Context: an optimization exercise on an open-source flow, tuned for small area. The choices shown serve that exercise and are no tape-out recipe. In this exercise RTL edits were held to simulation tests only and were not proved equivalent to the original.

### flow/run.sh
#!/bin/bash
# synth_recipe.tcl (not shown) runs the flow's synth.tcl, then flattens the netlist and writes it again
# the make line also repeats each setting of config.mk as NAME=value (left out here)
make -C /OpenROAD-flow-scripts/flow DESIGN_CONFIG=/design/flow/config.mk WORK_HOME=/design/flow/orfs CLKGATE_MAP_FILE= SYNTH_SCRIPT=/design/flow/synth_recipe.tcl finish
### flow/config.mk
export PLATFORM = sky130hd
export DESIGN_NAME = hqos_sched_top
export DESIGN_NICKNAME = hqos_sched_top
export VERILOG_FILES = /design/flow/design.v
export SDC_FILE = /design/flow/constraint.sdc
export NUM_CORES = 4
export LEC_CHECK = 0
export CAP_MARGIN = 20
export CORE_MARGIN = 2
export CORE_UTILIZATION = 66
export CTS_CLUSTER_DIAMETER = 100
export CTS_CLUSTER_SIZE = 24
export PLACE_DENSITY = 0.75
export SLEW_MARGIN = 20
### flow/constraint.sdc
create_clock -name core_clock -period 10.0 [get_ports {clk_i}]
set_input_delay 2.0000 -clock core_clock [delete_from_list [all_inputs] [get_ports {clk_i}]]
set_output_delay 2.0000 -clock core_clock [all_outputs]
set_load 0.01 [all_outputs]
### flow/design.v
module rate_limiter #(
    parameter N    = 16,
    parameter IW   = 4,
    parameter LATE = 0,      
    parameter DEFER = 1      
)(
    input  wire          clk_i,
    input  wire          rst_i,
    input  wire [IW-1:0] id_in,      
    input  wire          ld,         
    input  wire [IW-1:0] id_r,       
    output wire [17:0]   ts_o,       
    output wire [14:0]   bk_o,       
    output wire [17:0]   rate_o,     
    input  wire [17:0]   sum,        
    input  wire          dec,        
    input  wire          take,       
    input  wire [10:0]   plen,
    input  wire [17:0]   now,        
    output wire          ok,
    input  wire          cyc,
    input  wire          we,
    input  wire [17:0]   d1_dat,     
    input  wire          d1_ao,      
    input  wire          d1_inr,     
    input  wire [IW-1:0] d1_idx,
    input  wire          d2_ao,      
    input  wire          d2_inr,
    input  wire [IW-1:0] d2_idx,
    input  wire          d3_ao,      
    input  wire          d3_inr,
    input  wire [IW-1:0] d3_idx,
    output reg           ack,
    output wire [17:0]   dat
);
    localparam MTU = 1600;
    reg [15*N-1:0] bk;
    reg [18*N-1:0] ts;
    reg [18*N-1:0] rt;
    reg [N-1:0]    vb, vr;
    wire [N-1:0] oh_r = {{(N-1){1'b0}}, 1'b1} << id_r;
    reg  [14:0]  bk_acc;
    reg  [17:0]  ts_acc;
    integer i;
    always @(*) begin
        bk_acc = 15'd0;
        ts_acc = 18'd0;
        for (i = 0; i < N; i = i + 1) begin
            bk_acc = bk_acc | (bk[i*15 +: 15] & {15{oh_r[i] & vb[i]}});
            ts_acc = ts_acc | (ts[i*18 +: 18] & {18{oh_r[i] & vb[i]}});
        end
    end
    assign bk_o = bk_acc;
    assign ts_o = ts_acc;
    reg [1:0]  ws;
    reg        rdack;
    reg [14:0] bm, bm_old;
    reg        wbm1, wbm2;
    wire       wr   = (ws == 2'd1) && !rst_i;
    wire       wbm  = wr && d1_ao;
    wire       wrt  = wr && !d1_ao && d1_inr;
    always @(posedge clk_i) begin
        if (rst_i) ws <= 2'd0;
        else case (ws)
            2'd0: if (cyc) ws <= we ? 2'd1 : 2'd2;
            2'd1: ws <= 2'd0;
            2'd2: ws <= 2'd3;
            2'd3: ws <= 2'd0;
        endcase
        ack   <= (ws == 2'd0 && cyc && we) || ws == 2'd3;
        rdack <= (ws == 2'd3);
        if (rst_i) bm <= 15'd2000;
        else if (wbm) bm <= d1_dat[14:0];
        if (wbm) bm_old <= bm;
        wbm1 <= wbm;
        wbm2 <= wbm1;
    end
    reg  [17:0]   rate_r;
    reg  [IW-1:0] ridx;
    wire [N-1:0]  oh_x = {{(N-1){1'b0}}, 1'b1} << ridx;
    reg  [17:0]   rt_acc;
    integer j;
    always @(*) begin
        rt_acc = 18'd0;
        for (j = 0; j < N; j = j + 1)
            rt_acc = rt_acc | ((vr[j] ? rt[j*18 +: 18] : 18'd1) & {18{oh_x[j]}});
    end
    wire [17:0]   rt_rd = rt_acc;
    assign rate_o = rate_r;
    generate
        if (DEFER) begin : g_defer
            reg defer;
            always @(*) ridx = rdack ? d3_idx : ld ? id_in : id_r;
            always @(posedge clk_i) begin
                if ((ld && !rdack) || defer) rate_r <= rt_rd;
                defer <= ld && rdack;
            end
            assign dat = (rdack && !d3_ao) ? (d3_inr ? rt_rd : 18'd0)
                                           : {3'd0, (!rdack && wbm2) ? bm_old : bm};
        end else begin : g_latch
            reg  [17:0] wbr;
            reg         rd_ao;
            wire        rsel = (ws == 2'd2);
            always @(*) ridx = ld ? id_in : rsel ? d1_idx : d2_idx;
            always @(posedge clk_i) begin
                if (ld) rate_r <= rt_rd;
                if (!ld && (ws == 2'd2 || ws == 2'd3))
                    wbr <= (rsel ? d1_inr : d2_inr) ? rt_rd : 18'd0;
                if (ws == 2'd3) rd_ao <= d2_ao;
            end
            assign dat = (rdack && !rd_ao) ? wbr : {3'd0, (!rdack && wbm2) ? bm_old : bm};
        end
    endgenerate
    wire [14:0] bm_d = (LATE && wbm1) ? bm_old : bm;
    wire        wrap, over;
    rc_lt #(.W(18)) u_wrap (.a(sum), .b({3'd0, bk_o}), .y(wrap));
    rc_lt #(.W(18)) u_over (.a({3'd0, bm_d}), .b(sum), .y(over));
    wire        full = wrap || over;
    wire        grant = full || (sum >= MTU);
    wire [14:0] nbk  = full ? bm_d : sum[14:0];
    reg         ok_r;
    assign ok = LATE ? grant : ok_r;
    wire [14:0] bk_take;
    rc_sub #(.W(15)) u_take (.a(bk_o), .b({4'd0, plen}), .y(bk_take));
    wire [14:0] wbk  = dec ? nbk : bk_take;
    always @(posedge clk_i) begin
        if (dec) ok_r <= grant;
    end
    genvar g;
    generate
        for (g = 0; g < N; g = g + 1) begin : g_e
            always @(posedge clk_i) begin
                if ((dec || take) && id_r == g) bk[g*15 +: 15] <= wbk;
                if (dec && id_r == g) ts[g*18 +: 18] <= now;
                if (wrt && d1_idx == g) rt[g*18 +: 18] <= d1_dat;
                if (rst_i) begin
                    vb[g] <= 1'b0;
                    vr[g] <= 1'b0;
                end else begin
                    if (dec && id_r == g) vb[g] <= 1'b1;
                    if (wrt && d1_idx == g) vr[g] <= 1'b1;
                end
            end
        end
    endgenerate
endmodule
module rc_lt #(parameter W = 8) (
    input  wire [W-1:0] a,
    input  wire [W-1:0] b,
    output wire         y
);
    reg [W:0] c;
    integer i;
    always @(*) begin
        c[0] = 1'b0;
        for (i = 0; i < W; i = i + 1)
            c[i+1] = (~a[i] & b[i]) | (~(a[i] ^ b[i]) & c[i]);
    end
    assign y = c[W];
endmodule
module rc_sub #(parameter W = 8) (
    input  wire [W-1:0] a,
    input  wire [W-1:0] b,
    output reg  [W-1:0] y
);
    reg [W:0] c;
    integer i;
    always @(*) begin
        c[0] = 1'b1;
        for (i = 0; i < W; i = i + 1) begin
            y[i]   = a[i] ^ ~b[i] ^ c[i];
            c[i+1] = (a[i] & ~b[i]) | (a[i] & c[i]) | (~b[i] & c[i]);
        end
    end
endmodule
module mac18 (input wire [17:0] a, input wire [17:0] b, input wire [14:0] c, output wire [17:0] p);
    wire one0 = b[0] ^ 1'b0;
    wire two0 = (b[1] & ~b[0] & ~1'b0) | (~b[1] & b[0] & 1'b0);
    wire neg0 = b[1] & ~(b[0] & 1'b0);
    wire t1 = ((one0 & a[0]) | (two0 & 1'b0)) ^ neg0;
    wire t2 = ((one0 & a[1]) | (two0 & a[0])) ^ neg0;
    wire t3 = ((one0 & a[2]) | (two0 & a[1])) ^ neg0;
    wire t4 = ((one0 & a[3]) | (two0 & a[2])) ^ neg0;
    wire t5 = ((one0 & a[4]) | (two0 & a[3])) ^ neg0;
    wire t6 = ((one0 & a[5]) | (two0 & a[4])) ^ neg0;
    wire t7 = ((one0 & a[6]) | (two0 & a[5])) ^ neg0;
    wire t8 = ((one0 & a[7]) | (two0 & a[6])) ^ neg0;
    wire t9 = ((one0 & a[8]) | (two0 & a[7])) ^ neg0;
    wire t10 = ((one0 & a[9]) | (two0 & a[8])) ^ neg0;
    wire t11 = ((one0 & a[10]) | (two0 & a[9])) ^ neg0;
    wire t12 = ((one0 & a[11]) | (two0 & a[10])) ^ neg0;
    wire t13 = ((one0 & a[12]) | (two0 & a[11])) ^ neg0;
    wire t14 = ((one0 & a[13]) | (two0 & a[12])) ^ neg0;
    wire t15 = ((one0 & a[14]) | (two0 & a[13])) ^ neg0;
    wire t16 = ((one0 & a[15]) | (two0 & a[14])) ^ neg0;
    wire t17 = ((one0 & a[16]) | (two0 & a[15])) ^ neg0;
    wire t18 = ((one0 & a[17]) | (two0 & a[16])) ^ neg0;
    wire one1 = b[2] ^ b[1];
    wire two1 = (b[3] & ~b[2] & ~b[1]) | (~b[3] & b[2] & b[1]);
    wire neg1 = b[3] & ~(b[2] & b[1]);
    wire t19 = ((one1 & a[0]) | (two1 & 1'b0)) ^ neg1;
    wire t20 = ((one1 & a[1]) | (two1 & a[0])) ^ neg1;
    wire t21 = ((one1 & a[2]) | (two1 & a[1])) ^ neg1;
    wire t22 = ((one1 & a[3]) | (two1 & a[2])) ^ neg1;
    wire t23 = ((one1 & a[4]) | (two1 & a[3])) ^ neg1;
    wire t24 = ((one1 & a[5]) | (two1 & a[4])) ^ neg1;
    wire t25 = ((one1 & a[6]) | (two1 & a[5])) ^ neg1;
    wire t26 = ((one1 & a[7]) | (two1 & a[6])) ^ neg1;
    wire t27 = ((one1 & a[8]) | (two1 & a[7])) ^ neg1;
    wire t28 = ((one1 & a[9]) | (two1 & a[8])) ^ neg1;
    wire t29 = ((one1 & a[10]) | (two1 & a[9])) ^ neg1;
    wire t30 = ((one1 & a[11]) | (two1 & a[10])) ^ neg1;
    wire t31 = ((one1 & a[12]) | (two1 & a[11])) ^ neg1;
    wire t32 = ((one1 & a[13]) | (two1 & a[12])) ^ neg1;
    wire t33 = ((one1 & a[14]) | (two1 & a[13])) ^ neg1;
    wire t34 = ((one1 & a[15]) | (two1 & a[14])) ^ neg1;
    wire one2 = b[4] ^ b[3];
    wire two2 = (b[5] & ~b[4] & ~b[3]) | (~b[5] & b[4] & b[3]);
    wire neg2 = b[5] & ~(b[4] & b[3]);
    wire t35 = ((one2 & a[0]) | (two2 & 1'b0)) ^ neg2;
    wire t36 = ((one2 & a[1]) | (two2 & a[0])) ^ neg2;
    wire t37 = ((one2 & a[2]) | (two2 & a[1])) ^ neg2;
    wire t38 = ((one2 & a[3]) | (two2 & a[2])) ^ neg2;
    wire t39 = ((one2 & a[4]) | (two2 & a[3])) ^ neg2;
    wire t40 = ((one2 & a[5]) | (two2 & a[4])) ^ neg2;
    wire t41 = ((one2 & a[6]) | (two2 & a[5])) ^ neg2;
    wire t42 = ((one2 & a[7]) | (two2 & a[6])) ^ neg2;
    wire t43 = ((one2 & a[8]) | (two2 & a[7])) ^ neg2;
    wire t44 = ((one2 & a[9]) | (two2 & a[8])) ^ neg2;
    wire t45 = ((one2 & a[10]) | (two2 & a[9])) ^ neg2;
    wire t46 = ((one2 & a[11]) | (two2 & a[10])) ^ neg2;
    wire t47 = ((one2 & a[12]) | (two2 & a[11])) ^ neg2;
    wire t48 = ((one2 & a[13]) | (two2 & a[12])) ^ neg2;
    wire one3 = b[6] ^ b[5];
    wire two3 = (b[7] & ~b[6] & ~b[5]) | (~b[7] & b[6] & b[5]);
    wire neg3 = b[7] & ~(b[6] & b[5]);
    wire t49 = ((one3 & a[0]) | (two3 & 1'b0)) ^ neg3;
    wire t50 = ((one3 & a[1]) | (two3 & a[0])) ^ neg3;
    wire t51 = ((one3 & a[2]) | (two3 & a[1])) ^ neg3;
    wire t52 = ((one3 & a[3]) | (two3 & a[2])) ^ neg3;
    wire t53 = ((one3 & a[4]) | (two3 & a[3])) ^ neg3;
    wire t54 = ((one3 & a[5]) | (two3 & a[4])) ^ neg3;
    wire t55 = ((one3 & a[6]) | (two3 & a[5])) ^ neg3;
    wire t56 = ((one3 & a[7]) | (two3 & a[6])) ^ neg3;
    wire t57 = ((one3 & a[8]) | (two3 & a[7])) ^ neg3;
    wire t58 = ((one3 & a[9]) | (two3 & a[8])) ^ neg3;
    wire t59 = ((one3 & a[10]) | (two3 & a[9])) ^ neg3;
    wire t60 = ((one3 & a[11]) | (two3 & a[10])) ^ neg3;
    wire one4 = b[8] ^ b[7];
    wire two4 = (b[9] & ~b[8] & ~b[7]) | (~b[9] & b[8] & b[7]);
    wire neg4 = b[9] & ~(b[8] & b[7]);
    wire t61 = ((one4 & a[0]) | (two4 & 1'b0)) ^ neg4;
    wire t62 = ((one4 & a[1]) | (two4 & a[0])) ^ neg4;
    wire t63 = ((one4 & a[2]) | (two4 & a[1])) ^ neg4;
    wire t64 = ((one4 & a[3]) | (two4 & a[2])) ^ neg4;
    wire t65 = ((one4 & a[4]) | (two4 & a[3])) ^ neg4;
    wire t66 = ((one4 & a[5]) | (two4 & a[4])) ^ neg4;
    wire t67 = ((one4 & a[6]) | (two4 & a[5])) ^ neg4;
    wire t68 = ((one4 & a[7]) | (two4 & a[6])) ^ neg4;
    wire t69 = ((one4 & a[8]) | (two4 & a[7])) ^ neg4;
    wire t70 = ((one4 & a[9]) | (two4 & a[8])) ^ neg4;
    wire one5 = b[10] ^ b[9];
    wire two5 = (b[11] & ~b[10] & ~b[9]) | (~b[11] & b[10] & b[9]);
    wire neg5 = b[11] & ~(b[10] & b[9]);
    wire t71 = ((one5 & a[0]) | (two5 & 1'b0)) ^ neg5;
    wire t72 = ((one5 & a[1]) | (two5 & a[0])) ^ neg5;
    wire t73 = ((one5 & a[2]) | (two5 & a[1])) ^ neg5;
    wire t74 = ((one5 & a[3]) | (two5 & a[2])) ^ neg5;
    wire t75 = ((one5 & a[4]) | (two5 & a[3])) ^ neg5;
    wire t76 = ((one5 & a[5]) | (two5 & a[4])) ^ neg5;
    wire t77 = ((one5 & a[6]) | (two5 & a[5])) ^ neg5;
    wire t78 = ((one5 & a[7]) | (two5 & a[6])) ^ neg5;
    wire one6 = b[12] ^ b[11];
    wire two6 = (b[13] & ~b[12] & ~b[11]) | (~b[13] & b[12] & b[11]);
    wire neg6 = b[13] & ~(b[12] & b[11]);
    wire t79 = ((one6 & a[0]) | (two6 & 1'b0)) ^ neg6;
    wire t80 = ((one6 & a[1]) | (two6 & a[0])) ^ neg6;
    wire t81 = ((one6 & a[2]) | (two6 & a[1])) ^ neg6;
    wire t82 = ((one6 & a[3]) | (two6 & a[2])) ^ neg6;
    wire t83 = ((one6 & a[4]) | (two6 & a[3])) ^ neg6;
    wire t84 = ((one6 & a[5]) | (two6 & a[4])) ^ neg6;
    wire one7 = b[14] ^ b[13];
    wire two7 = (b[15] & ~b[14] & ~b[13]) | (~b[15] & b[14] & b[13]);
    wire neg7 = b[15] & ~(b[14] & b[13]);
    wire t85 = ((one7 & a[0]) | (two7 & 1'b0)) ^ neg7;
    wire t86 = ((one7 & a[1]) | (two7 & a[0])) ^ neg7;
    wire t87 = ((one7 & a[2]) | (two7 & a[1])) ^ neg7;
    wire t88 = ((one7 & a[3]) | (two7 & a[2])) ^ neg7;
    wire one8 = b[16] ^ b[15];
    wire two8 = (b[17] & ~b[16] & ~b[15]) | (~b[17] & b[16] & b[15]);
    wire neg8 = b[17] & ~(b[16] & b[15]);
    wire t89 = ((one8 & a[0]) | (two8 & 1'b0)) ^ neg8;
    wire t90 = ((one8 & a[1]) | (two8 & a[0])) ^ neg8;
    wire t91 = t15 ^ t31;
    wire t92 = t15 & t31;
    wire t93 = t17 ^ t33;
    wire t94 = t17 & t33;
    wire t95 = t18 ^ t34;
    wire t96 = t18 & t34;
    wire t97 = t9 ^ t25;
    wire t98 = t9 & t25;
    wire t99 = t10 ^ t26;
    wire t100 = t10 & t26;
    wire t101 = t11 ^ t27 ^ t41;
    wire t102 = (t11 & t27) | (t11 & t41) | (t27 & t41);
    wire t103 = t53 ^ t63;
    wire t104 = t53 & t63;
    wire t105 = t12 ^ t28 ^ t42;
    wire t106 = (t12 & t28) | (t12 & t42) | (t28 & t42);
    wire t107 = t54 ^ t64;
    wire t108 = t54 & t64;
    wire t109 = t13 ^ t29 ^ t43;
    wire t110 = (t13 & t29) | (t13 & t43) | (t29 & t43);
    wire t111 = t55 ^ t65 ^ t73;
    wire t112 = (t55 & t65) | (t55 & t73) | (t65 & t73);
    wire t113 = t79 ^ neg6;
    wire t114 = t79 & neg6;
    wire t115 = t14 ^ t30 ^ t44;
    wire t116 = (t14 & t30) | (t14 & t44) | (t30 & t44);
    wire t117 = t56 ^ t66 ^ t74;
    wire t118 = (t56 & t66) | (t56 & t74) | (t66 & t74);
    wire t119 = t80 ^ c[13];
    wire t120 = t80 & c[13];
    wire t121 = t91 ^ t45 ^ t57;
    wire t122 = (t91 & t45) | (t91 & t57) | (t45 & t57);
    wire t123 = t67 ^ t75 ^ t81;
    wire t124 = (t67 & t75) | (t67 & t81) | (t75 & t81);
    wire t125 = t85 ^ neg7 ^ c[14];
    wire t126 = (t85 & neg7) | (t85 & c[14]) | (neg7 & c[14]);
    wire t127 = t92 ^ t16 ^ t32;
    wire t128 = (t92 & t16) | (t92 & t32) | (t16 & t32);
    wire t129 = t46 ^ t58 ^ t68;
    wire t130 = (t46 & t58) | (t46 & t68) | (t58 & t68);
    wire t131 = t76 ^ t82 ^ t86;
    wire t132 = (t76 & t82) | (t76 & t86) | (t82 & t86);
    wire t133 = t93 ^ t47 ^ t59;
    wire t134 = (t93 & t47) | (t93 & t59) | (t47 & t59);
    wire t135 = t69 ^ t77 ^ t83;
    wire t136 = (t69 & t77) | (t69 & t83) | (t77 & t83);
    wire t137 = t87 ^ t89 ^ neg8;
    wire t138 = (t87 & t89) | (t87 & neg8) | (t89 & neg8);
    wire t139 = t94 ^ t95 ^ t48;
    wire t140 = (t94 & t95) | (t94 & t48) | (t95 & t48);
    wire t141 = t60 ^ t70 ^ t78;
    wire t142 = (t60 & t70) | (t60 & t78) | (t70 & t78);
    wire t143 = t84 ^ t88 ^ t90;
    wire t144 = (t84 & t88) | (t84 & t90) | (t88 & t90);
    wire t145 = t5 ^ t21;
    wire t146 = t5 & t21;
    wire t147 = t6 ^ t22;
    wire t148 = t6 & t22;
    wire t149 = t7 ^ t23 ^ t37;
    wire t150 = (t7 & t23) | (t7 & t37) | (t23 & t37);
    wire t151 = t49 ^ neg3;
    wire t152 = t49 & neg3;
    wire t153 = t8 ^ t24 ^ t38;
    wire t154 = (t8 & t24) | (t8 & t38) | (t24 & t38);
    wire t155 = t50 ^ c[7];
    wire t156 = t50 & c[7];
    wire t157 = t97 ^ t39 ^ t51;
    wire t158 = (t97 & t39) | (t97 & t51) | (t39 & t51);
    wire t159 = t61 ^ neg4 ^ c[8];
    wire t160 = (t61 & neg4) | (t61 & c[8]) | (neg4 & c[8]);
    wire t161 = t98 ^ t99 ^ t40;
    wire t162 = (t98 & t99) | (t98 & t40) | (t99 & t40);
    wire t163 = t52 ^ t62 ^ c[9];
    wire t164 = (t52 & t62) | (t52 & c[9]) | (t62 & c[9]);
    wire t165 = t100 ^ t101 ^ t103;
    wire t166 = (t100 & t101) | (t100 & t103) | (t101 & t103);
    wire t167 = t71 ^ neg5 ^ c[10];
    wire t168 = (t71 & neg5) | (t71 & c[10]) | (neg5 & c[10]);
    wire t169 = t102 ^ t104 ^ t105;
    wire t170 = (t102 & t104) | (t102 & t105) | (t104 & t105);
    wire t171 = t107 ^ t72 ^ c[11];
    wire t172 = (t107 & t72) | (t107 & c[11]) | (t72 & c[11]);
    wire t173 = t106 ^ t108 ^ t109;
    wire t174 = (t106 & t108) | (t106 & t109) | (t108 & t109);
    wire t175 = t111 ^ t113 ^ c[12];
    wire t176 = (t111 & t113) | (t111 & c[12]) | (t113 & c[12]);
    wire t177 = t110 ^ t112 ^ t114;
    wire t178 = (t110 & t112) | (t110 & t114) | (t112 & t114);
    wire t179 = t115 ^ t117 ^ t119;
    wire t180 = (t115 & t117) | (t115 & t119) | (t117 & t119);
    wire t181 = t116 ^ t118 ^ t120;
    wire t182 = (t116 & t118) | (t116 & t120) | (t118 & t120);
    wire t183 = t121 ^ t123 ^ t125;
    wire t184 = (t121 & t123) | (t121 & t125) | (t123 & t125);
    wire t185 = t122 ^ t124 ^ t126;
    wire t186 = (t122 & t124) | (t122 & t126) | (t124 & t126);
    wire t187 = t127 ^ t129 ^ t131;
    wire t188 = (t127 & t129) | (t127 & t131) | (t129 & t131);
    wire t189 = t128 ^ t130 ^ t132;
    wire t190 = (t128 & t130) | (t128 & t132) | (t130 & t132);
    wire t191 = t133 ^ t135 ^ t137;
    wire t192 = (t133 & t135) | (t133 & t137) | (t135 & t137);
    wire t193 = t134 ^ t136 ^ t138;
    wire t194 = (t134 & t136) | (t134 & t138) | (t136 & t138);
    wire t195 = t139 ^ t141 ^ t143;
    wire t196 = (t139 & t141) | (t139 & t143) | (t141 & t143);
    wire t197 = t3 ^ t19;
    wire t198 = t3 & t19;
    wire t199 = t4 ^ t20;
    wire t200 = t4 & t20;
    wire t201 = t145 ^ t35 ^ neg2;
    wire t202 = (t145 & t35) | (t145 & neg2) | (t35 & neg2);
    wire t203 = t146 ^ t147 ^ t36;
    wire t204 = (t146 & t147) | (t146 & t36) | (t147 & t36);
    wire t205 = t148 ^ t149 ^ t151;
    wire t206 = (t148 & t149) | (t148 & t151) | (t149 & t151);
    wire t207 = t150 ^ t152 ^ t153;
    wire t208 = (t150 & t152) | (t150 & t153) | (t152 & t153);
    wire t209 = t154 ^ t156 ^ t157;
    wire t210 = (t154 & t156) | (t154 & t157) | (t156 & t157);
    wire t211 = t158 ^ t160 ^ t161;
    wire t212 = (t158 & t160) | (t158 & t161) | (t160 & t161);
    wire t213 = t162 ^ t164 ^ t165;
    wire t214 = (t162 & t164) | (t162 & t165) | (t164 & t165);
    wire t215 = t166 ^ t168 ^ t169;
    wire t216 = (t166 & t168) | (t166 & t169) | (t168 & t169);
    wire t217 = t170 ^ t172 ^ t173;
    wire t218 = (t170 & t172) | (t170 & t173) | (t172 & t173);
    wire t219 = t174 ^ t176 ^ t177;
    wire t220 = (t174 & t176) | (t174 & t177) | (t176 & t177);
    wire t221 = t178 ^ t180 ^ t181;
    wire t222 = (t178 & t180) | (t178 & t181) | (t180 & t181);
    wire t223 = t182 ^ t184 ^ t185;
    wire t224 = (t182 & t184) | (t182 & t185) | (t184 & t185);
    wire t225 = t186 ^ t188 ^ t189;
    wire t226 = (t186 & t188) | (t186 & t189) | (t188 & t189);
    wire t227 = t190 ^ t192 ^ t193;
    wire t228 = (t190 & t192) | (t190 & t193) | (t192 & t193);
    wire t229 = t1 ^ neg0;
    wire t230 = t1 & neg0;
    wire t231 = t2 ^ c[1];
    wire t232 = t2 & c[1];
    wire t233 = t197 ^ neg1 ^ c[2];
    wire t234 = (t197 & neg1) | (t197 & c[2]) | (neg1 & c[2]);
    wire t235 = t198 ^ t199 ^ c[3];
    wire t236 = (t198 & t199) | (t198 & c[3]) | (t199 & c[3]);
    wire t237 = t200 ^ t201 ^ c[4];
    wire t238 = (t200 & t201) | (t200 & c[4]) | (t201 & c[4]);
    wire t239 = t202 ^ t203 ^ c[5];
    wire t240 = (t202 & t203) | (t202 & c[5]) | (t203 & c[5]);
    wire t241 = t204 ^ t205 ^ c[6];
    wire t242 = (t204 & t205) | (t204 & c[6]) | (t205 & c[6]);
    wire t243 = t206 ^ t207 ^ t155;
    wire t244 = (t206 & t207) | (t206 & t155) | (t207 & t155);
    wire t245 = t208 ^ t209 ^ t159;
    wire t246 = (t208 & t209) | (t208 & t159) | (t209 & t159);
    wire t247 = t210 ^ t211 ^ t163;
    wire t248 = (t210 & t211) | (t210 & t163) | (t211 & t163);
    wire t249 = t212 ^ t213 ^ t167;
    wire t250 = (t212 & t213) | (t212 & t167) | (t213 & t167);
    wire t251 = t214 ^ t215 ^ t171;
    wire t252 = (t214 & t215) | (t214 & t171) | (t215 & t171);
    wire t253 = t216 ^ t217 ^ t175;
    wire t254 = (t216 & t217) | (t216 & t175) | (t217 & t175);
    wire t255 = t218 ^ t219 ^ t179;
    wire t256 = (t218 & t219) | (t218 & t179) | (t219 & t179);
    wire t257 = t220 ^ t221 ^ t183;
    wire t258 = (t220 & t221) | (t220 & t183) | (t221 & t183);
    wire t259 = t222 ^ t223 ^ t187;
    wire t260 = (t222 & t223) | (t222 & t187) | (t223 & t187);
    wire t261 = t224 ^ t225 ^ t191;
    wire t262 = (t224 & t225) | (t224 & t191) | (t225 & t191);
    wire t263 = t226 ^ t227 ^ t195;
    wire t264 = (t226 & t227) | (t226 & t195) | (t227 & t195);
    wire [17:0] r0 = {t262, t260, t258, t256, t254, t252, t250, t248, t246, t244, t242, t240, t238, t236, t234, t232, t230, t229};
    wire [17:0] r1 = {t263, t261, t259, t257, t255, t253, t251, t249, t247, t245, t243, t241, t239, t237, t235, t233, t231, c[0]};
    wire [17:0] g0 = r0 & r1;
    wire [17:0] p0 = r0 ^ r1;
    wire t265 = g0[1] | (p0[1] & g0[0]);
    wire t266 = p0[1] & p0[0];
    wire t267 = g0[3] | (p0[3] & g0[2]);
    wire t268 = p0[3] & p0[2];
    wire t269 = g0[5] | (p0[5] & g0[4]);
    wire t270 = p0[5] & p0[4];
    wire t271 = g0[7] | (p0[7] & g0[6]);
    wire t272 = p0[7] & p0[6];
    wire t273 = g0[9] | (p0[9] & g0[8]);
    wire t274 = p0[9] & p0[8];
    wire t275 = g0[11] | (p0[11] & g0[10]);
    wire t276 = p0[11] & p0[10];
    wire t277 = g0[13] | (p0[13] & g0[12]);
    wire t278 = p0[13] & p0[12];
    wire t279 = g0[15] | (p0[15] & g0[14]);
    wire t280 = p0[15] & p0[14];
    wire t281 = g0[17] | (p0[17] & g0[16]);
    wire t282 = p0[17] & p0[16];
    wire t283 = t267 | (t268 & t265);
    wire t284 = t268 & t266;
    wire t285 = t271 | (t272 & t269);
    wire t286 = t272 & t270;
    wire t287 = t275 | (t276 & t273);
    wire t288 = t276 & t274;
    wire t289 = t279 | (t280 & t277);
    wire t290 = t280 & t278;
    wire t291 = t285 | (t286 & t283);
    wire t292 = t286 & t284;
    wire t293 = t289 | (t290 & t287);
    wire t294 = t290 & t288;
    wire t295 = t293 | (t294 & t291);
    wire t296 = t294 & t292;
    wire t297 = t287 | (t288 & t291);
    wire t298 = t288 & t292;
    wire t299 = t269 | (t270 & t283);
    wire t300 = t270 & t284;
    wire t301 = t273 | (t274 & t291);
    wire t302 = t274 & t292;
    wire t303 = t277 | (t278 & t297);
    wire t304 = t278 & t298;
    wire t305 = t281 | (t282 & t295);
    wire t306 = t282 & t296;
    wire t307 = g0[2] | (p0[2] & t265);
    wire t308 = p0[2] & t266;
    wire t309 = g0[4] | (p0[4] & t283);
    wire t310 = p0[4] & t284;
    wire t311 = g0[6] | (p0[6] & t299);
    wire t312 = p0[6] & t300;
    wire t313 = g0[8] | (p0[8] & t291);
    wire t314 = p0[8] & t292;
    wire t315 = g0[10] | (p0[10] & t301);
    wire t316 = p0[10] & t302;
    wire t317 = g0[12] | (p0[12] & t297);
    wire t318 = p0[12] & t298;
    wire t319 = g0[14] | (p0[14] & t303);
    wire t320 = p0[14] & t304;
    wire t321 = g0[16] | (p0[16] & t295);
    wire t322 = p0[16] & t296;
    assign p[0] = p0[0] ^ 1'b0;
    assign p[1] = p0[1] ^ g0[0];
    assign p[2] = p0[2] ^ t265;
    assign p[3] = p0[3] ^ t307;
    assign p[4] = p0[4] ^ t283;
    assign p[5] = p0[5] ^ t309;
    assign p[6] = p0[6] ^ t299;
    assign p[7] = p0[7] ^ t311;
    assign p[8] = p0[8] ^ t291;
    assign p[9] = p0[9] ^ t313;
    assign p[10] = p0[10] ^ t301;
    assign p[11] = p0[11] ^ t315;
    assign p[12] = p0[12] ^ t297;
    assign p[13] = p0[13] ^ t317;
    assign p[14] = p0[14] ^ t303;
    assign p[15] = p0[15] ^ t319;
    assign p[16] = p0[16] ^ t295;
    assign p[17] = p0[17] ^ t321;
endmodule
module hqos_sched_top (
    input  wire        clk_i,
    input  wire        rst_i,
    input  wire        wb_cyc_i,
    input  wire [21:0] wb_adr_i,
    input  wire        wb_we_i,
    input  wire [31:0] wb_dat_i,
    output wire        wb_ack_o,
    output wire [31:0] wb_dat_o,
    output reg  [6:0]  pop_queue_id_base_o,
    output wire        pop_set_base_queue_id_o,
    input  wire        pop_set_base_ready_i,
    input  wire [6:0]  pop_queue_id_i,
    input  wire        id_valid_i,
    output wire        pop_o,
    input  wire [31:0] pop_addr_i,
    input  wire [10:0] pop_len_i,
    input  wire        valid_i,
    output wire        valid_packet_o,
    output wire [6:0]  queue_id_scheduler_o,
    output reg  [31:0] addr_packet_scheduler_o,
    output reg  [10:0] length_packet_scheduler_o,
    input  wire        ack_from_tx_handler_i
);
    reg        hc;
    reg [17:0] lt;
    always @(posedge clk_i) begin
        if (rst_i) begin
            hc <= 1'b0;
            lt <= 18'd0;
        end else begin
            hc <= ~hc;
            if (hc) lt <= lt + 18'd1;
        end
    end
    localparam S_IDLE = 3'd0, S_WQM = 3'd1, S_C1 = 3'd2, S_C2 = 3'd3,
               S_C3 = 3'd4, S_C4 = 3'd5, S_WPD = 3'd6, S_TX = 3'd7;
    reg [2:0] st;
    reg [6:0] id_r;
    reg [17:0] lt_r;
    wire ok1, ok2, ok3;
    wire ok = ok1 && ok2 && ok3;
    wire ld   = (st == S_WQM) && id_valid_i;
    wire take = (st == S_WPD) && valid_i;
    wire dec  = (st == S_C3);      
    wire decl = (st == S_C4);      
    assign pop_set_base_queue_id_o = (st == S_IDLE) || (st == S_TX && ack_from_tx_handler_i);
    assign pop_o = (st == S_WPD) || (st == S_C4 && ok);
    assign valid_packet_o = (st == S_TX);
    assign queue_id_scheduler_o = id_r;
    wire [6:0] next_id = !ok3 ? {id_r[6:5] + 2'd1, 5'd0} :
                         !ok2 ? {id_r[6:4] + 3'd1, 4'd0} :
                                {id_r[6:3] + 4'd1, 3'd0};
    always @(posedge clk_i) begin
        if (rst_i) begin
            st <= S_IDLE;
            pop_queue_id_base_o <= 7'd0;
        end else begin
            case (st)
                S_IDLE: if (pop_set_base_ready_i) st <= S_WQM;
                S_WQM:  if (id_valid_i) st <= S_C1;
                S_C1:   st <= S_C2;
                S_C2:   st <= S_C3;
                S_C3:   st <= S_C4;
                S_C4: begin
                    st <= ok ? S_WPD : S_IDLE;
                    pop_queue_id_base_o <= ok ? id_r : next_id;
                end
                S_WPD:  if (valid_i) st <= S_TX;
                S_TX:   if (ack_from_tx_handler_i) st <= pop_set_base_ready_i ? S_WQM : S_IDLE;
            endcase
        end
        if (ld) id_r <= pop_queue_id_i;
        if (st == S_WQM) lt_r <= lt;
        if (take) begin
            addr_packet_scheduler_o <= pop_addr_i;
            length_packet_scheduler_o <= pop_len_i;
        end
    end
    wire [17:0] ts1, ts2, ts3, rate1, rate2, rate3;
    wire [14:0] bk1, bk2, bk3;
    reg  [17:0] ts_s, rate_s;
    reg  [14:0] bk_s;
    always @(*) begin
        case (st)
            S_C1:    begin ts_s = ts1; rate_s = rate1; bk_s = bk1; end
            S_C2:    begin ts_s = ts2; rate_s = rate2; bk_s = bk2; end
            default: begin ts_s = ts3; rate_s = rate3; bk_s = bk3; end
        endcase
    end
    wire [17:0] diff = lt_r - ts_s;
    wire [17:0] sum;           
    mac18 u_mac (.a(diff), .b(rate_s), .c(bk_s), .p(sum));
    reg  [17:0] s_a, s_b;
    always @(posedge clk_i) begin
        s_b <= sum;
        s_a <= s_b;
    end
    wire [2:0] outer = wb_adr_i[21:19];
    wire ovf = |wb_dat_i[31:15];
    wire ao  = &wb_adr_i[16:0];
    reg [17:0] d1_dat;
    reg        d1_ao, d2_ao, d3_ao;
    reg        d1_z, d2_z, d3_z;
    reg [3:0]  d1_idx, d2_idx, d3_idx;
    always @(posedge clk_i) begin
        d1_dat <= {wb_dat_i[17:15], wb_dat_i[14:0] | {15{ovf && ao}}};
        d1_ao  <= ao;
        d1_z   <= ~|wb_adr_i[16:4];
        d1_idx <= wb_adr_i[3:0];
        d2_ao  <= d1_ao;  d3_ao  <= d2_ao;
        d2_z   <= d1_z;   d3_z   <= d2_z;
        d2_idx <= d1_idx; d3_idx <= d2_idx;
    end
    wire ack1, ack2, ack3;
    wire [17:0] dat1, dat2, dat3;
    assign wb_ack_o = (outer == 3'd1) ? ack1 : (outer == 3'd2) ? ack2 : (outer == 3'd3) ? ack3 : 1'b0;
    assign wb_dat_o = {14'd0, outer[1] ? (outer[0] ? dat3 : dat2) : dat1};
    rate_limiter #(.N(16), .IW(4), .DEFER(0)) rl_cust (
        .clk_i(clk_i), .rst_i(rst_i),
        .id_in(pop_queue_id_i[6:3]), .ld(ld), .id_r(id_r[6:3]),
        .ts_o(ts1), .bk_o(bk1), .rate_o(rate1), .sum(s_a), .dec(dec), .take(take),
        .plen(pop_len_i), .now(lt_r), .ok(ok1),
        .cyc(wb_cyc_i && outer == 3'd1), .we(wb_we_i),
        .d1_dat(d1_dat), .d1_ao(d1_ao), .d1_inr(d1_z), .d1_idx(d1_idx),
        .d2_ao(d2_ao), .d2_inr(d2_z), .d2_idx(d2_idx),
        .d3_ao(d3_ao), .d3_inr(d3_z), .d3_idx(d3_idx),
        .ack(ack1), .dat(dat1)
    );
    rate_limiter #(.N(8), .IW(3)) rl_olt (
        .clk_i(clk_i), .rst_i(rst_i),
        .id_in(pop_queue_id_i[6:4]), .ld(ld), .id_r(id_r[6:4]),
        .ts_o(ts2), .bk_o(bk2), .rate_o(rate2), .sum(s_b), .dec(dec), .take(take),
        .plen(pop_len_i), .now(lt_r), .ok(ok2),
        .cyc(wb_cyc_i && outer == 3'd2), .we(wb_we_i),
        .d1_dat(d1_dat), .d1_ao(d1_ao), .d1_inr(d1_z && !d1_idx[3]), .d1_idx(d1_idx[2:0]),
        .d2_ao(d2_ao), .d2_inr(d2_z && !d2_idx[3]), .d2_idx(d2_idx[2:0]),
        .d3_ao(d3_ao), .d3_inr(d3_z && !d3_idx[3]), .d3_idx(d3_idx[2:0]),
        .ack(ack2), .dat(dat2)
    );
    rate_limiter #(.N(4), .IW(2), .LATE(1)) rl_bng (
        .clk_i(clk_i), .rst_i(rst_i),
        .id_in(pop_queue_id_i[6:5]), .ld(ld), .id_r(id_r[6:5]),
        .ts_o(ts3), .bk_o(bk3), .rate_o(rate3), .sum(s_b), .dec(decl), .take(take),
        .plen(pop_len_i), .now(lt_r), .ok(ok3),
        .cyc(wb_cyc_i && outer == 3'd3), .we(wb_we_i),
        .d1_dat(d1_dat), .d1_ao(d1_ao), .d1_inr(d1_z && d1_idx[3:2] == 2'd0), .d1_idx(d1_idx[1:0]),
        .d2_ao(d2_ao), .d2_inr(d2_z && d2_idx[3:2] == 2'd0), .d2_idx(d2_idx[1:0]),
        .d3_ao(d3_ao), .d3_inr(d3_z && d3_idx[3:2] == 2'd0), .d3_idx(d3_idx[1:0]),
        .ack(ack3), .dat(dat3)
    );
endmodule
==> results of run 1 <==
-- sequential cells by signal, indices dropped and copies added (netlist names), 18 cells and up --
signal                   cells
lt                          18
s_a                         18
rl_olt.bk                  120
rl_bng.rate_r               18
rl_cust.rate_r              18
rl_bng.bk                   60
d1_dat                      18
rl_olt.rate_r               18
lt_r                        18
rl_cust.g_latch.wbr         18
s_b                         18
rl_olt.rt                  144
rl_cust.rt                 288
rl_bng.ts                   72
addr_packet_scheduler_o     32
rl_olt.ts                  144
rl_cust.bk                 240
rl_cust.ts                 288
rl_bng.rt                   72
-- what timing repair did --
| action | CTS | global route |
|---|---|---|
| pin swaps | 5 | 32 |
| setup buffers | 1 | 15 |
| gates resized for setup | 15 | 70 |
| endpoints found under the setup margin | 1 | 1 |
-- per-layer routing --
metal | routed length [um] | up-vias | part of all wire | GRT usage
met1 | 77240 | 23940 | 0.37 | 0.4822
met5 | 23 | - | 0.00011 | 0
met3 | 23260 | 446 | 0.11 | 0.06383
li1 | - | 20580 | - | -
met4 | 9170 | 4 | 0.044 | 0.1482
met2 | 99100 | 3054 | 0.47 | 0.5659
-- area by class of cell --
cell class	count	area, um^2	share of cell area
clock inverters	6	73.82	0.0008751
clock buffers	147	2466	0.02923
well taps	1512	1892	0.02243
flip-flops and latches	1838	52980	0.6280
repair buffers	547	4736	0.05614
diodes	2	5.005	0.00005933
inverters	227	853.3	0.01012
multi-input cells	2798	21350	0.2531
-- layout by cell type (no fill, tap or decap), types with 26 or more instances in the layout --
master,netlist,final
edfxtp_1,1616,1616
a22oi_1,407,405
buf_4,17,342
nor2_1,308,279
nand2_1,273,272
inv_1,224,219
dfxtp_1,222,217
clkdlybuf4s50_1,0,187
ha_1,169,162
a21oi_1,156,148
a22o_1,135,135
a221oi_1,109,106
nand3_1,97,97
fa_1,98,95
clkbuf_16,0,90
o21ai_0,100,88
mux2i_1,85,85
xnor2_1,85,82
a222oi_1,78,78
and3_1,77,72
clkbuf_1,254,57
nand4_1,54,54
xor2_1,47,47
nor3_1,62,43
nand2b_1,32,31
nor2b_1,32,27
and2_1,27,27
a221o_1,27,27
nor2_2,2,26
-- cells by family (layout without fill, tap and decap cells) --
| family | Yosys count | after routing | synth area share |
|---|---|---|---|
| DFF | 1838 | 1838 | 0.6994 |
| AOI/OAI and AO/OA | 1219 | 1219 | 0.1211 |
| and+or+nand+nor | 1055 | 1055 | 0.06710 |
| buffers and inverters | 530 | 927 | 0.02779 |
| adders and majority gates | 267 | 267 | 0.05382 |
| xor gates and xnor gates | 133 | 133 | 0.01556 |
| muxes | 110 | 110 | 0.01518 |
| other | 1 | 16 | 0.00004951 |
-- worst max-delay path by stage --
| stage | slack [ns] | to |
|---|---|---|
| 2_1_floorplan | 0.25 | s_b[17]$_DFF_P_ |
| 3_3_place_gp | -0.14 | s_b[17]$_DFF_P_ |
| 3_5_place_dp | -0.28 | s_b[17]$_DFF_P_ |
| 4_1_cts | 0.001 | s_b[17]$_DFF_P_ |
| 5_1_grt | -0.05 | s_b[17]$_DFF_P_ |
| 6_report | 0.32 | s_b[17]$_DFF_P_ |
-- worst register-to-register path, delay by kind of cell (launching register included) --
family / cells / cell delay [ns]
compound gates: 10 / 1.48
xor+xnor: 11 / 1.54
fa+ha+maj: 8 / 3.22
buf+inv: 13 / 1.56
flops: 1 / 0.52
mux: 1 / 0.33
simple gates: 5 / 0.85
-- stage by stage --
stage / setup slack, ns / util / setup TNS [ns] / cells
final: 0.3230 / 0.7398 / 0 / 7077
after global routing: -0.05393 / 0.7398 / -0.05393 / 7077
after CTS: 0.001334 / 0.7346 / 0 / 7052
after detailed placement: -0.2797 / 0.7117 / -0.2797 / 6898
after global placement: -0.1365 / 0.7114 / -0.1365 / 6897
after floorplan: 0.2521 / - / 0 / 5166
==> results.cfg, run 1 <==
[worst_setup_path]
path_buf_inv = 13
slowest_stage = fa_1
timing.rr.end = s_b[17]$_DFF_P_
crit_start = id_r[4]$_DFFE_PP_
worstRegToRegCells = 48
path_delay_family = adder cells
end_kind = flop
r2r_start = id_r[4]$_DFFE_PP_
cp.required_ns = 10.56
crit_cells = 48
slowest_delay_ns = 0.54
cp-start-kind = flop
crit_arrival_ns = 10.24
crit_top_cell = xnor2_1
worst-path-max-fanout = 6
worstSetupPathType = flop to flop
rrSetupSlack_ns = 0.32

[placement]
io_buffers = 188
dp_hpwl_um = 138800
gp_congestion = 0.9430
place_area_um2 = 81160

[synth]
yosysTopAreaCellShare = 0.6407
netlist_area_um2 = 75740
synth_enable_flop_cells = 1616
ys_async_sr_fraction = 0
synthFlopType = edfxtp_1
ys_top_cells_by_area = edfxtp_1, dfxtp_1, a22oi_1
yosys_warnings = 6
avgSynthCellArea_um2 = 14.70
synth_most_common_cell = edfxtp_1
yosysSeqAreaShare = 0.6994
synth_top_area_cell = edfxtp_1
synthCells = 5153
synth_common_cells = edfxtp_1, a22oi_1, nor2_1
ys_ff_latch = 1838
ys_types = 89

[die]
die_w_um = 342.8
die_h_um = 342.8
die-area_um2 = 117500
initial_core_util = 0.6642
rows = 124
core_area_um2 = 114000
io_pins = 205

[timing]
fmax_mhz = 103.3
hold_viol_final = 0
finalCriticalPeriod_ns = 9.677
slew_headroom = 0.1838
slew_violations = 0
tightest_slew_ns = 1.213
setup_viol = 0
fin_crit_sh = 0.9677
whs_ns = 0.3273
fin_skew_ns = 0.03921

[route]
drc_errors = 0
via_count = 48030
wirelength_um = 208800
vias_per_cell = 6.787
drt_iter0_markers = 7062
postRouteAntennaNets = 0
avgRoutedWirePerCell_um = 29.50
drt_first_pass_iters = 11

[hold_path]
holdCritStartpoint = rl_cust.wbm1$_DFF_P_
whs_endpoint = rl_cust.wbm2$_DFF_P_
hold-path-cell-count = 0
hold_path.class = flop to flop

[clock_tree]
tritoncts = done
cts-root-buf = clkbuf_16
cts.sinks = 1838
clkTransAtPathRegs_ns = 0.11
cts_max_level = 3
ctsLongestPathBuffers = 3
hold_buffers = 0
cts_buffers = 87
clk_latency_ns = 0.73

[global_routing]
grt_pass1_vias = 45720
track_usage = 0.3528
overflow = 0
antenna_found_initial = 8
grt_start_max_net_pins = 80
grt_pass1_wl_um = 300800

[final_layout]
layout.nets = 5878
drive_above_1_share = 0.1172
fin_area_um2 = 84360
fillers = 7182
area_delta_synth_final_pct = 11.38

[status]
status = complete, no violations

[flow_run]
cap_violations = 0
==> run 2: changes to the inputs <==
--- a/flow/design.v
+++ b/flow/design.v
@@ -3,3 +3,2 @@
     parameter IW   = 4,
-    parameter LATE = 0,      
     parameter DEFER = 1      
@@ -14,8 +13,8 @@
     output wire [17:0]   rate_o,     
-    input  wire [17:0]   sum,        
-    input  wire          dec,        
-    input  wire          take,       
-    input  wire [10:0]   plen,
+    output wire [14:0]   bm_o,       
+    output wire [14:0]   bm_p,       
+    input  wire          bk_we,      
+    input  wire          ts_we,      
+    input  wire [14:0]   bk_wd,
     input  wire [17:0]   now,        
-    output wire          ok,
     input  wire          cyc,
@@ -35,3 +34,2 @@
 );
-    localparam MTU = 1600;
     reg [15*N-1:0] bk;
@@ -113,17 +111,4 @@
     endgenerate
-    wire [14:0] bm_d = (LATE && wbm1) ? bm_old : bm;
-    wire        wrap, over;
-    rc_lt #(.W(18)) u_wrap (.a(sum), .b({3'd0, bk_o}), .y(wrap));
-    rc_lt #(.W(18)) u_over (.a({3'd0, bm_d}), .b(sum), .y(over));
-    wire        full = wrap || over;
-    wire        grant = full || (sum >= MTU);
-    wire [14:0] nbk  = full ? bm_d : sum[14:0];
-    reg         ok_r;
-    assign ok = LATE ? grant : ok_r;
-    wire [14:0] bk_take;
-    rc_sub #(.W(15)) u_take (.a(bk_o), .b({4'd0, plen}), .y(bk_take));
-    wire [14:0] wbk  = dec ? nbk : bk_take;
-    always @(posedge clk_i) begin
-        if (dec) ok_r <= grant;
-    end
+    assign bm_o = bm;
+    assign bm_p = wbm1 ? bm_old : bm;
     genvar g;
@@ -132,4 +117,4 @@
             always @(posedge clk_i) begin
-                if ((dec || take) && id_r == g) bk[g*15 +: 15] <= wbk;
-                if (dec && id_r == g) ts[g*18 +: 18] <= now;
+                if (bk_we && id_r == g) bk[g*15 +: 15] <= bk_wd;
+                if (ts_we && id_r == g) ts[g*18 +: 18] <= now;
                 if (wrt && d1_idx == g) rt[g*18 +: 18] <= d1_dat;
@@ -139,3 +124,3 @@
                 end else begin
-                    if (dec && id_r == g) vb[g] <= 1'b1;
+                    if (ts_we && id_r == g) vb[g] <= 1'b1;
                     if (wrt && d1_idx == g) vr[g] <= 1'b1;
@@ -175,2 +160,17 @@
 endmodule
+module rl_decide (
+    input  wire [17:0] sum,
+    input  wire [14:0] bk,
+    input  wire [14:0] bm,
+    output wire        grant,
+    output wire [14:0] nbk
+);
+    localparam MTU = 1600;
+    wire wrap, over;
+    rc_lt #(.W(18)) u_wrap (.a(sum), .b({3'd0, bk}), .y(wrap));
+    rc_lt #(.W(18)) u_over (.a({3'd0, bm}), .b(sum), .y(over));
+    wire full = wrap || over;
+    assign grant = full || (sum >= MTU);
+    assign nbk   = full ? bm : sum[14:0];
+endmodule
 module mac18 (input wire [17:0] a, input wire [17:0] b, input wire [14:0] c, output wire [17:0] p);
@@ -592,4 +592,4 @@
     wire take = (st == S_WPD) && valid_i;
-    wire dec  = (st == S_C3);      
-    wire decl = (st == S_C4);      
+    wire c3   = (st == S_C3);      
+    wire c4   = (st == S_C4);      
     assign pop_set_base_queue_id_o = (st == S_IDLE) || (st == S_TX && ack_from_tx_handler_i);
@@ -628,3 +628,2 @@
     wire [17:0] ts1, ts2, ts3, rate1, rate2, rate3;
-    wire [14:0] bk1, bk2, bk3;
     reg  [17:0] ts_s, rate_s;
@@ -646,2 +645,28 @@
     end
+    wire [14:0] bk1, bk2, bk3;
+    wire [14:0] bm1, bm2, bm3, bm3p;
+    wire        g_ac, g_b;
+    wire [14:0] nbk_ac, nbk_b;
+    rl_decide u_dec_ac (.sum(c4 ? s_b : s_a), .bk(c4 ? bk3 : bk1), .bm(c4 ? bm3p : bm1),
+                        .grant(g_ac), .nbk(nbk_ac));
+    rl_decide u_dec_b  (.sum(s_b), .bk(bk2), .bm(bm2), .grant(g_b), .nbk(nbk_b));
+    reg ok1_r, ok2_r;
+    always @(posedge clk_i) begin
+        if (c3) begin
+            ok1_r <= g_ac;
+            ok2_r <= g_b;
+        end
+    end
+    assign ok1 = ok1_r;
+    assign ok2 = ok2_r;
+    assign ok3 = g_ac;
+    reg take1, take2;
+    always @(posedge clk_i) begin
+        take1 <= take;
+        take2 <= take1;
+    end
+    wire [14:0] bk_tk = (st == S_WPD) ? bk1 : take1 ? bk2 : bk3;
+    wire [10:0] len_tk = (st == S_WPD) ? pop_len_i : length_packet_scheduler_o;
+    wire [14:0] bk_sub;
+    rc_sub #(.W(15)) u_take (.a(bk_tk), .b({4'd0, len_tk}), .y(bk_sub));
     wire [2:0] outer = wb_adr_i[21:19];
@@ -669,4 +694,4 @@
         .id_in(pop_queue_id_i[6:3]), .ld(ld), .id_r(id_r[6:3]),
-        .ts_o(ts1), .bk_o(bk1), .rate_o(rate1), .sum(s_a), .dec(dec), .take(take),
-        .plen(pop_len_i), .now(lt_r), .ok(ok1),
+        .ts_o(ts1), .bk_o(bk1), .rate_o(rate1), .bm_o(bm1), .bm_p(),
+        .bk_we(c3 || take), .ts_we(c3), .bk_wd(c3 ? nbk_ac : bk_sub), .now(lt_r),
         .cyc(wb_cyc_i && outer == 3'd1), .we(wb_we_i),
@@ -680,4 +705,4 @@
         .id_in(pop_queue_id_i[6:4]), .ld(ld), .id_r(id_r[6:4]),
-        .ts_o(ts2), .bk_o(bk2), .rate_o(rate2), .sum(s_b), .dec(dec), .take(take),
-        .plen(pop_len_i), .now(lt_r), .ok(ok2),
+        .ts_o(ts2), .bk_o(bk2), .rate_o(rate2), .bm_o(bm2), .bm_p(),
+        .bk_we(c3 || take1), .ts_we(c3), .bk_wd(c3 ? nbk_b : bk_sub), .now(lt_r),
         .cyc(wb_cyc_i && outer == 3'd2), .we(wb_we_i),
@@ -688,7 +713,7 @@
     );
-    rate_limiter #(.N(4), .IW(2), .LATE(1)) rl_bng (
+    rate_limiter #(.N(4), .IW(2)) rl_bng (
         .clk_i(clk_i), .rst_i(rst_i),
         .id_in(pop_queue_id_i[6:5]), .ld(ld), .id_r(id_r[6:5]),
-        .ts_o(ts3), .bk_o(bk3), .rate_o(rate3), .sum(s_b), .dec(decl), .take(take),
-        .plen(pop_len_i), .now(lt_r), .ok(ok3),
+        .ts_o(ts3), .bk_o(bk3), .rate_o(rate3), .bm_o(bm3), .bm_p(bm3p),
+        .bk_we(c4 || take2), .ts_we(c4), .bk_wd(c4 ? nbk_ac : bk_sub), .now(lt_r),
         .cyc(wb_cyc_i && outer == 3'd3), .we(wb_we_i),
==> flow/flow/run.sh (new file) <==
#!/bin/bash
# The standard layout, with three changes:
#  - synthesis maps logic with ORFS's own ABC script minus its final
#    buffer/upsize/downsize steps (flow/abc_speed.script): the layout's own
#    repair sizes and buffers the cells that need it, with placement known;
#  - ports are buffered with the smallest buffer (buf_1) instead of the
#    default choice; repair_design still upsizes where a port needs it;
#  - clock tree: larger sink clusters (24 sinks, 100 um) and no dummy loads.
set -euo pipefail
export BUFFER_PORTS_ARGS="-buffer_cell sky130_fd_sc_hd__buf_1"
export CTS_ARGS="-sink_clustering_enable -repair_clock_nets -dont_use_dummy_load -sink_clustering_size 24 -sink_clustering_max_diameter 100"
rm -rf scripts_abc
cp -r "$FLOW_HOME/scripts" scripts_abc
cp flow/abc_speed.script scripts_abc/abc_speed.script
bash standard.sh SCRIPTS_DIR="$PWD/scripts_abc" finish > standard.log 2>&1
==> flow/flow/abc_speed.script (new file) <==
&get -n
&st
&dch
&nf
&st
&syn2
&if -g -K 6
&synch2
&nf
&st
&syn2
&if -g -K 6
&synch2
&nf
&st
&syn2
&if -g -K 6
&synch2
&nf
&st
&syn2
&if -g -K 6
&synch2
&nf
&st
&syn2
&if -g -K 6
&synch2
&nf
&put
==> flow/standard.sh (new file) <==
#!/bin/bash
# synth_recipe.tcl (not shown) runs the flow's synth.tcl, then flattens the netlist and writes it again
# the make line also repeats each setting of config.mk as NAME=value (left out here)
make -C /OpenROAD-flow-scripts/flow DESIGN_CONFIG=/design/flow/config.mk WORK_HOME=/design/flow/orfs CLKGATE_MAP_FILE= SYNTH_SCRIPT=/design/flow/synth_recipe.tcl "${@:-finish}"
--- a/flow/config.mk
+++ b/flow/config.mk
@@ -10,4 +10,2 @@
 export CORE_UTILIZATION = 66
-export CTS_CLUSTER_DIAMETER = 100
-export CTS_CLUSTER_SIZE = 24
 export PLACE_DENSITY = 0.75
removed: flow/run.sh
==> run 2 against run 1 <==
Design area down 1.7%. Final cell count about the same. Clock skew up 0.048 ns. Die area down 2.1%. Register-to-register slack worse by 0.38 ns. Via count up 0.29%. Fmax down 3.8%. Global-route usage up 0.58 points. Routed wire length down 0.45%. The layout now fails its checks (setup timing).
==> results.cfg, run 2 <==
[final_layout]
mostFrequentLayoutCell = edfxtp_1
layout.nets = 5915
mostFrequentLayoutCells = edfxtp_1, a22oi_1, buf_4
top_regs = rl_cust.rt: 288 flops, rl_cust.ts: 288 flops, rl_cust.bk: 240 flops
area_delta_synth_final_pct = 11.87
drive_above_1_share = 0.1202
final_util = 0.7464

[status]
status = complete, but fails checks
so_faults = setup timing

[clock_tree]
cts_buffers = 87
clk_latency_ns = 0.73
cts-root-buf = clkbuf_16
cts_max_level = 3
cts.sinks = 1840
tritoncts = done
clkTransAtPathRegs_ns = 0.09
ctsLongestPathBuffers = 3

[worst_setup_path]
cp.required_ns = 10.53
slowest_stage = fa_1
end_kind = flop
cp-start-kind = flop
slowest_delay_ns = 0.52
worstSetupPathType = flop to flop
path_buf_inv = 11
path_delay_family = adder cells
crit_arrival_ns = 10.59
crit_top_cell = xnor2_1
worst-path-max-fanout = 10

[synth]
synth_most_common_cell = edfxtp_1
synthCells = 4900
yosysSeqAreaShare = 0.7149
synth_common_cells = edfxtp_1, a22oi_1, nor2_1
synth_top_area_cell = edfxtp_1
synth_enable_flop_cells = 1616
yosysTopAreaCellShare = 0.6544
netlist_area_um2 = 74150
synthFlopType = edfxtp_1
ys_async_sr_fraction = 0
ys_types = 62
yosys_warnings = 6
ys_ff_latch = 1840
avgSynthCellArea_um2 = 15.13
ys_top_cells_by_area = edfxtp_1, dfxtp_1, a22oi_1

[die]
rows = 122
die-area_um2 = 115000
core_area_um2 = 111100
die_w_um = 339.2
initial_core_util = 0.6673
io_pins = 205
die_h_um = 339.2

[flow_run]
cap_violations = 0

[route]
avgRoutedWirePerCell_um = 29.36
drt_first_pass_iters = 10
drt_iter0_markers = 7193
vias_per_cell = 6.804
dr_wl_met2_um = 96380
drc_errors = 0
m1WireLength_um = 77010
met3_wirelength_um = 23790
postRouteAntennaNets = 0
wirelength_um = 207900
via_count = 48170
routed.top_layer = met5

[timing]
finalCriticalPeriod_ns = 10.06
fin_skew_ns = 0.08755
finalSetupTns_ns = -0.05872
fmax_mhz = 99.42
fin_crit_sh = 1.006
hold_viol_final = 0
slew_violations = 0
setup_viol = 1
setup_ws_ns = -0.05872
rsz0062_at_grt = true
slew_headroom = 0.1842
tightest_slew_ns = 1.214

[global_routing]
grt_pass1_vias = 46200
antenna_found_initial = 3
track_usage = 0.3586
grt_start_max_net_pins = 74
overflow = 0
grt_pass1_wl_um = 302700

[hold_path]
hold_path.class = flop to flop

[placement]
dp_hpwl_um = 138400
dp_slack_ns = -0.7685
io_buffers = 188
gp_congestion = 0.9483
==> run 2: stage by stage <==
step                cell area (um^2)  hold slack, ns  std cells
floorplan                      74360          0.3096       4913
global placement               80020          0.3107       6962
detailed placement             80030          0.3144       6962
CTS                            82740          0.3211       7070
global route                   82950          0.3218       7079
finish                         82950          0.3163       7079
==> run 2: logic make-up (layout without fill, tap and decap cells) <==
logic type	count (synthesis)	after routing	share of synthesized area
DFF	1840	1840	0.7149
adders and majority gates	211	211	0.04350
and+or+nand+nor	1113	1113	0.07273
xor gates and xnor gates	125	125	0.01514
other	1	15	0.00005057
muxes	133	133	0.01826
buffers and inverters	212	889	0.01144
AOI/OAI and AO/OA	1265	1265	0.1240
==> run 2: metal layers <==
| layer | track usage | vias up |
|---|---|---|
| met2 | 0.5663 | 3103 |
| met4 | 0.1603 | 4 |
| met3 | 0.06155 | 444 |
| li1 | - | 20830 |
| met5 | 0 | - |
| met1 | 0.4979 | 23790 |
==> run 2: worst reg2reg max path: cells and delay by family, from the launching register on <==
| kind | cells | cell delay [ns] |
|---|---|---|
| AO/OA/AOI/OAI | 10 | 1.41 |
| adder cells (fa/ha/maj) | 8 | 2.97 |
| buffers and inverters | 11 | 1.32 |
| XOR/XNOR | 13 | 2.44 |
| AND/OR/NAND/NOR | 8 | 1.34 |
| flip-flops | 1 | 0.41 |
==> run 2: final timing paths <==
path / startpoint / end / slack (ns) / cells past startpoint
max: id_r[4]$_DFFE_PP_ / s_b[17]$_DFF_P_ / -0.06 / 50
min: s_b[16]$_DFF_P_ / s_a[16]$_DFF_P_ / 0.32 / 0
max reg2reg: id_r[4]$_DFFE_PP_ / s_b[17]$_DFF_P_ / -0.06 / 50
min reg2reg: s_b[16]$_DFF_P_ / s_a[16]$_DFF_P_ / 0.32 / 0
==> run 2: cell type report <==
type	count	area, um^2
Antenna cell	1	2.502
Clock buffer	87	2177
Fill cell	6898	28180
Inverter	198	759.5
Multi-Input combinational cell	2861	21080
Sequential cell	1840	53010
Tap cell	1488	1862
Timing Repair Buffer	604	4050
==> run 2: timing repair <==
| item | CTS | global route |
|---|---|---|
| buffers inserted | 24 | 6 |
| pin swaps | 77 | 38 |
| endpoints found under the setup margin | 1 | 1 |
| gates resized for setup | 96 | 26 |
| hold buffers | 0 | 0 |

[afterwards: timing with drivers on the ports]
The flow's constraints put no driver on any port. The routed layouts listed below were extracted and timed again, unchanged, in two steps.
Step 1, drivers: a clkbuf_16 drives clk_i and a buf_2 each remaining input, both assumed.
Step 2 also shifts input and output timing later by t, the mid clock arrival at the registers, as if the neighbouring blocks saw the same clock.
Slacks: no drivers / after step 1 / after step 2; pairs: no drivers / after step 1.
run | shift t [ns] | setup WS [ns] | worst setup path at the end | worst slew at a driven data input, ns
run 1 | 0.787 | 0.323 / 0.323 / 0.323 | register to register | 0.15
run 2 | 0.767 | -0.059 / -0.059 / -0.059 | register to register | 0.21
